What follows belongs to an exercise in optimizing a design on an open flow for small area, a short achievable clock period and few clock cycles per item; a production flow would make more cautious choices.
At most, simulation tests tie the RTL to the original design; equivalence was not proved.

==> exp/amber: inputs <==
==> flow/design.v (excerpt) <==
module cordicManager (
  input           clk_i,
  input           nrst_i,
  input   [23:0]  freq_i,
  input           theta_iteration_valid_i,
  input   [11:0]  theta_iteration_i,
  output          dt_Ticks_valid_o,
  output          next_dt_Ticks_o,
  output  [15:0]  dt_Ticks_o
);
localparam [26:0] C1 = 27'd6588397;
reg         busy_r, fin_r, vo_r;
reg [3:0]   cnt_r;
wire start_w = theta_iteration_valid_i & ~busy_r & ~fin_r;
always @(posedge clk_i or negedge nrst_i) begin
  if (~nrst_i) begin
    busy_r <= 1'b0;
    fin_r  <= 1'b0;
    vo_r   <= 1'b0;
    cnt_r  <= 4'd0;
  end else begin
    vo_r <= 1'b0;
    if (start_w) begin
      busy_r <= 1'b1;
      cnt_r  <= 4'd0;
    end else if (busy_r) begin
      cnt_r <= cnt_r + 4'd1;
      if (cnt_r == 4'd8) begin
        busy_r <= 1'b0;
        fin_r  <= 1'b1;
        vo_r   <= 1'b1;
      end
    end else if (fin_r & ~theta_iteration_valid_i) begin
      fin_r <= 1'b0;
    end
  end
end
assign dt_Ticks_valid_o = vo_r;
assign next_dt_Ticks_o  = fin_r & ~theta_iteration_valid_i;
wire [14:0] base_w;
wire [10:0] slope_w;
wire [8:0]  res_w;
phase_lut lut_uut (.theta_i(theta_iteration_i[10:0]), .base_o(base_w), .slope_o(slope_w), .res_o(res_w));
reg  [14:0] base_r;
reg  [10:0] slope_r;
reg  [8:0]  res_r;
reg  [2:0]  tlo_r;
always @(posedge clk_i) begin
  base_r  <= base_w;
  slope_r <= slope_w;
  res_r   <= res_w;
  tlo_r   <= theta_iteration_i[2:0];
end
function [35:0] csa;                 
  ...
Settings: LEC_CHECK=0, ABC_AREA=1, CAP_MARGIN=20, CORE_MARGIN=2, CORE_UTILIZATION=40, SETUP_SLACK_MARGIN=3, SLEW_MARGIN=20, SYNTH_MEMORY_MAX_BITS=65536; clock period 8.0 ns.
run.sh (not shown) runs the stock make flow with config.mk's settings and CLKGATE_MAP_FILE= SYNTH_SCRIPT=/design/flow/synth_recipe.tcl, a recipe that flattens the netlist after the stock synthesis.
==> exp/indigo (differences from exp/amber) <==
--- a/flow/design.v
+++ b/flow/design.v
@@ -5008,15 +5008,15 @@
   end else begin
     vo_r <= 1'b0;
     if (start_w) begin
       busy_r <= 1'b1;
       cnt_r  <= 4'd0;
     end else if (busy_r) begin
       cnt_r <= cnt_r + 4'd1;
-      if (cnt_r == 4'd8) begin
+      if (cnt_r == 4'd7) begin
         busy_r <= 1'b0;
         fin_r  <= 1'b1;
         vo_r   <= 1'b1;
       end
     end else if (fin_r & ~theta_iteration_valid_i) begin
       fin_r <= 1'b0;
     end
@@ -5055,39 +5055,41 @@
 wire [14:0] phn_w = phx_w[17:3];
 wire [19:0] fp_w = {1'b0, freq_i[17:0], 1'b0};
 function [3:0] fbits;                
   input [3:0]  cnt;
   input [19:0] fp;
   begin
     case (cnt)
-      4'd2:    fbits = fp[15:12];
-      4'd3:    fbits = fp[12:9];
-      4'd4:    fbits = fp[9:6];
-      4'd5:    fbits = fp[6:3];
-      4'd6:    fbits = fp[3:0];
+      4'd1:    fbits = fp[15:12];
+      4'd2:    fbits = fp[12:9];
+      4'd3:    fbits = fp[9:6];
+      4'd4:    fbits = fp[6:3];
+      4'd5:    fbits = fp[3:0];
       default: fbits = fp[18:15];
     endcase
   end
 endfunction
 wire [3:0]  bd_w   = fbits(cnt_r, fp_w);
 wire        bneg_w = bd_w[3] & ~(bd_w[2] & bd_w[1] & bd_w[0]);
 wire [2:0]  bsum_w = {1'b0, bd_w[2], 1'b0} + {2'b00, bd_w[1]} + {2'b00, bd_w[0]};   
 wire [2:0]  bmag_w = bd_w[3] ? 3'd4 - bsum_w : bsum_w;
-wire [16:0] ph3n_w;
-pfx_add #(17) add_ph3 (.a_i({2'b00, phn_w}), .b_i({1'b0, phn_w, 1'b0}), .c_i(1'b0), .s_o(ph3n_w));
 reg  [14:0] ph_r;
-reg  [16:0] ph3_r;
-always @(posedge clk_i) begin
-  ph_r  <= phn_w;
-  ph3_r <= ph3n_w;
-end
-wire [27:0] mag_w  = (bmag_w == 3'd1) ? {6'd0, ph_r, 7'd0} :
-                     (bmag_w == 3'd2) ? {5'd0, ph_r, 8'd0} :
-                     (bmag_w == 3'd3) ? {4'd0, ph3_r, 7'd0} :
-                     (bmag_w == 3'd4) ? {4'd0, ph_r, 9'd0} : 28'd0;
+always @(posedge clk_i) ph_r <= phn_w;
+wire [16:0] ph3_w;
+pfx_add #(17) add_ph3 (.a_i({2'b00, ph_r}), .b_i({1'b0, ph_r, 1'b0}), .c_i(1'b0), .s_o(ph3_w));
+wire        first_w = (cnt_r == 4'd0);
+wire        bm3_w   = (bmag_w == 3'd3);
+wire [27:0] mag0_w  = (bmag_w == 3'd1)            ? {6'd0, phn_w, 7'd0} :
+                      (bmag_w == 3'd2 || (bm3_w & ~bneg_w)) ? {5'd0, phn_w, 8'd0} :
+                      (bmag_w == 3'd4 || (bm3_w &  bneg_w)) ? {4'd0, phn_w, 9'd0} : 28'd0;
+wire [27:0] magn_w  = (bmag_w == 3'd1) ? {6'd0, ph_r, 7'd0} :
+                      (bmag_w == 3'd2) ? {5'd0, ph_r, 8'd0} :
+                      (bmag_w == 3'd3) ? {4'd0, ph3_w, 7'd0} :
+                      (bmag_w == 3'd4) ? {4'd0, ph_r, 9'd0} : 28'd0;
+wire [27:0] mag_w   = first_w ? mag0_w : magn_w;
 reg  [27:0] db_r;
 reg         dneg_r;
 always @(posedge clk_i) begin
   db_r   <= bneg_w ? ~mag_w : mag_w;
   dneg_r <= bneg_w;
 end
 function [27:0] qc_vec;              
@@ -5184,17 +5186,17 @@
 wire [27:0] kc_w  = qc_vec(q_w);
 wire [27:0] s2_w  = s1_w ^ c1_w ^ kc_w;
 wire [27:0] c2_w  = {(s1_w[26:0] & c1_w[26:0]) | (s1_w[26:0] & kc_w[26:0]) | (c1_w[26:0] & kc_w[26:0]),
                      ~q_w[4] & (q_w != 5'd0)};
 wire [17:0] qsum_w;
 pfx_add #(18) add_qs (.a_i({qa_r[14:0], 3'b000}), .b_i({{13{qd_r[4]}}, qd_r}), .c_i(1'b0), .s_o(qsum_w));
 always @(posedge clk_i) begin
-  if (cnt_r[3:1] == 3'd0) begin
-    ws_r <= freq_i[17] ? {3'd0, ph_r, 7'd0} : 25'd0;
-    wc_r <= 25'd0;
+  if (cnt_r == 4'd0) begin
+    ws_r <= freq_i[17] ? {3'd0, phn_w, 7'd0} : 25'd0;
+    wc_r <= bm3_w ? {6'd0, phn_w, 4'd0} : 25'd0;    
     qa_r <= 18'd0;
     qd_r <= 5'd0;
   end else begin
     ws_r <= s2_w[24:0];
     wc_r <= c2_w[24:0];
     qa_r <= qsum_w;
     qd_r <= q_w;
--- a/flow/config.mk
+++ b/flow/config.mk
@@ -5,10 +5,10 @@
 export SDC_FILE = /design/flow/constraint.sdc
 export NUM_CORES = 4
 export LEC_CHECK = 0
 export ABC_AREA = 1
 export CAP_MARGIN = 20
 export CORE_MARGIN = 2
 export CORE_UTILIZATION = 40
-export SETUP_SLACK_MARGIN = 3
+export SETUP_SLACK_MARGIN = 1.5
 export SLEW_MARGIN = 20
 export SYNTH_MEMORY_MAX_BITS = 65536
==> exp/quartz (differences from exp/amber) <==
--- a/flow/design.v
+++ b/flow/design.v
@@ -5008,15 +5008,15 @@
   end else begin
     vo_r <= 1'b0;
     if (start_w) begin
       busy_r <= 1'b1;
       cnt_r  <= 4'd0;
     end else if (busy_r) begin
       cnt_r <= cnt_r + 4'd1;
-      if (cnt_r == 4'd8) begin
+      if (cnt_r == 4'd7) begin
         busy_r <= 1'b0;
         fin_r  <= 1'b1;
         vo_r   <= 1'b1;
       end
     end else if (fin_r & ~theta_iteration_valid_i) begin
       fin_r <= 1'b0;
     end
@@ -5055,39 +5055,41 @@
 wire [14:0] phn_w = phx_w[17:3];
 wire [19:0] fp_w = {1'b0, freq_i[17:0], 1'b0};
 function [3:0] fbits;                
   input [3:0]  cnt;
   input [19:0] fp;
   begin
     case (cnt)
-      4'd2:    fbits = fp[15:12];
-      4'd3:    fbits = fp[12:9];
-      4'd4:    fbits = fp[9:6];
-      4'd5:    fbits = fp[6:3];
-      4'd6:    fbits = fp[3:0];
+      4'd1:    fbits = fp[15:12];
+      4'd2:    fbits = fp[12:9];
+      4'd3:    fbits = fp[9:6];
+      4'd4:    fbits = fp[6:3];
+      4'd5:    fbits = fp[3:0];
       default: fbits = fp[18:15];
     endcase
   end
 endfunction
 wire [3:0]  bd_w   = fbits(cnt_r, fp_w);
 wire        bneg_w = bd_w[3] & ~(bd_w[2] & bd_w[1] & bd_w[0]);
 wire [2:0]  bsum_w = {1'b0, bd_w[2], 1'b0} + {2'b00, bd_w[1]} + {2'b00, bd_w[0]};   
 wire [2:0]  bmag_w = bd_w[3] ? 3'd4 - bsum_w : bsum_w;
-wire [16:0] ph3n_w;
-pfx_add #(17) add_ph3 (.a_i({2'b00, phn_w}), .b_i({1'b0, phn_w, 1'b0}), .c_i(1'b0), .s_o(ph3n_w));
 reg  [14:0] ph_r;
-reg  [16:0] ph3_r;
-always @(posedge clk_i) begin
-  ph_r  <= phn_w;
-  ph3_r <= ph3n_w;
-end
-wire [27:0] mag_w  = (bmag_w == 3'd1) ? {6'd0, ph_r, 7'd0} :
-                     (bmag_w == 3'd2) ? {5'd0, ph_r, 8'd0} :
-                     (bmag_w == 3'd3) ? {4'd0, ph3_r, 7'd0} :
-                     (bmag_w == 3'd4) ? {4'd0, ph_r, 9'd0} : 28'd0;
+always @(posedge clk_i) ph_r <= phn_w;
+wire [16:0] ph3_w;
+pfx_add #(17) add_ph3 (.a_i({2'b00, ph_r}), .b_i({1'b0, ph_r, 1'b0}), .c_i(1'b0), .s_o(ph3_w));
+wire        first_w = (cnt_r == 4'd0);
+wire        bm3_w   = (bmag_w == 3'd3);
+wire [27:0] mag0_w  = (bmag_w == 3'd1)            ? {6'd0, phn_w, 7'd0} :
+                      (bmag_w == 3'd2 || (bm3_w & ~bneg_w)) ? {5'd0, phn_w, 8'd0} :
+                      (bmag_w == 3'd4 || (bm3_w &  bneg_w)) ? {4'd0, phn_w, 9'd0} : 28'd0;
+wire [27:0] magn_w  = (bmag_w == 3'd1) ? {6'd0, ph_r, 7'd0} :
+                      (bmag_w == 3'd2) ? {5'd0, ph_r, 8'd0} :
+                      (bmag_w == 3'd3) ? {4'd0, ph3_w, 7'd0} :
+                      (bmag_w == 3'd4) ? {4'd0, ph_r, 9'd0} : 28'd0;
+wire [27:0] mag_w   = first_w ? mag0_w : magn_w;
 reg  [27:0] db_r;
 reg         dneg_r;
 always @(posedge clk_i) begin
   db_r   <= bneg_w ? ~mag_w : mag_w;
   dneg_r <= bneg_w;
 end
 function [27:0] qc_vec;              
@@ -5184,17 +5186,17 @@
 wire [27:0] kc_w  = qc_vec(q_w);
 wire [27:0] s2_w  = s1_w ^ c1_w ^ kc_w;
 wire [27:0] c2_w  = {(s1_w[26:0] & c1_w[26:0]) | (s1_w[26:0] & kc_w[26:0]) | (c1_w[26:0] & kc_w[26:0]),
                      ~q_w[4] & (q_w != 5'd0)};
 wire [17:0] qsum_w;
 pfx_add #(18) add_qs (.a_i({qa_r[14:0], 3'b000}), .b_i({{13{qd_r[4]}}, qd_r}), .c_i(1'b0), .s_o(qsum_w));
 always @(posedge clk_i) begin
-  if (cnt_r[3:1] == 3'd0) begin
-    ws_r <= freq_i[17] ? {3'd0, ph_r, 7'd0} : 25'd0;
-    wc_r <= 25'd0;
+  if (cnt_r == 4'd0) begin
+    ws_r <= freq_i[17] ? {3'd0, phn_w, 7'd0} : 25'd0;
+    wc_r <= bm3_w ? {6'd0, phn_w, 4'd0} : 25'd0;    
     qa_r <= 18'd0;
     qd_r <= 5'd0;
   end else begin
     ws_r <= s2_w[24:0];
     wc_r <= c2_w[24:0];
     qa_r <= qsum_w;
     qd_r <= q_w;
==> flow/config.mk (replaced) <==
export PLATFORM = sky130hd
export DESIGN_NAME = cordicManager
export DESIGN_NICKNAME = cordicManager
export VERILOG_FILES = /design/flow/design.v
export SDC_FILE = /design/flow/constraint.sdc
export NUM_CORES = 4
export LEC_CHECK = 0
export ABC_AREA = 1
export CAP_MARGIN = 20
export CORE_MARGIN = 2
export CORE_UTILIZATION = 50
export SETUP_SLACK_MARGIN = 2.5
export SLEW_MARGIN = 20
export SYNTH_MEMORY_MAX_BITS = 65536
==> out/metrics.yaml <==
antenna_found_initial: 1
fillers: 4856
max_freq_mhz: 189
synth_fa_ha_area_share_pct: 17.1
status: "no timing/DRC/antenna violations"
min_to: "ws_r[8]"
avgViaCountPerCell: 5.78
fin_cells: 3712
critPathTopFamily: "simple AND/OR/NAND/NOR gates"
# the run above: exp/amber

==> out/metrics.yaml <==
avgViaCountPerCell: 6.42
critPathTopFamily: "compound AO/OA/AOI/OAI gates"
status: "no timing/DRC/antenna violations"
min_to: "cnt_r[2]"
synth_fa_ha_area_share_pct: 16.9
fillers: 3548
# the run above: exp/quartz

==> out/metrics.yaml <==
min_to: "cnt_r[2]"
avgViaCountPerCell: 5.87
antenna_found_initial: 4
critPathTopFamily: "compound AO/OA/AOI/OAI gates"
max_freq_mhz: 171
status: "no timing/DRC/antenna violations"
# the run above: exp/indigo

Testbench counts of exp/indigo, summed over its fixed seeds: cycles 5,624, items 512.
Testbench counts of exp/quartz, summed over its fixed seeds: cycles 5,624, items 512.
Only the layout flow was run in exp/amber; the RTL was not checked for function there.

what the ideal ports hide:
How much do the figures lean on ideal ports? The routed layouts below were timed once more, with nothing changed but the port constraints. Step 1: set_driving_cell puts a clkbuf_16 on clk_i and a buf_2 on each other input, an assumption about the parent block. Step 2 moves the port delays by t, midway between the first and last clock arrival at a register: inputs arrive t later, outputs are due t later. That takes back most of the time a late clock gives input paths. Slacks: ideal ports / drivers / drivers and shift; pairs: ideal ports / drivers.
run | t, ns | setup slack, ns | latest minus earliest clock arrival (ns) | worst data-port slew with drivers (ns) | cell pins on the clock port's net
exp/amber | 0.497 | 2.706 / 2.706 / 2.601 | 0.018 / 0.018 | 0.04 | 1
exp/indigo | 0.518 | 2.148 / 2.148 / 2.077 | 0.012 / 0.012 | 0.06 | 1
exp/quartz | 0.512 | 2.445 / 2.445 / 2.197 | 0.013 / 0.013 | 0.04 | 1
After both steps every run listed still meets setup and hold. For exp/quartz, which loses most, drivers alone change the setup slack by 0.000 ns; drivers and shift together by -0.248 ns.
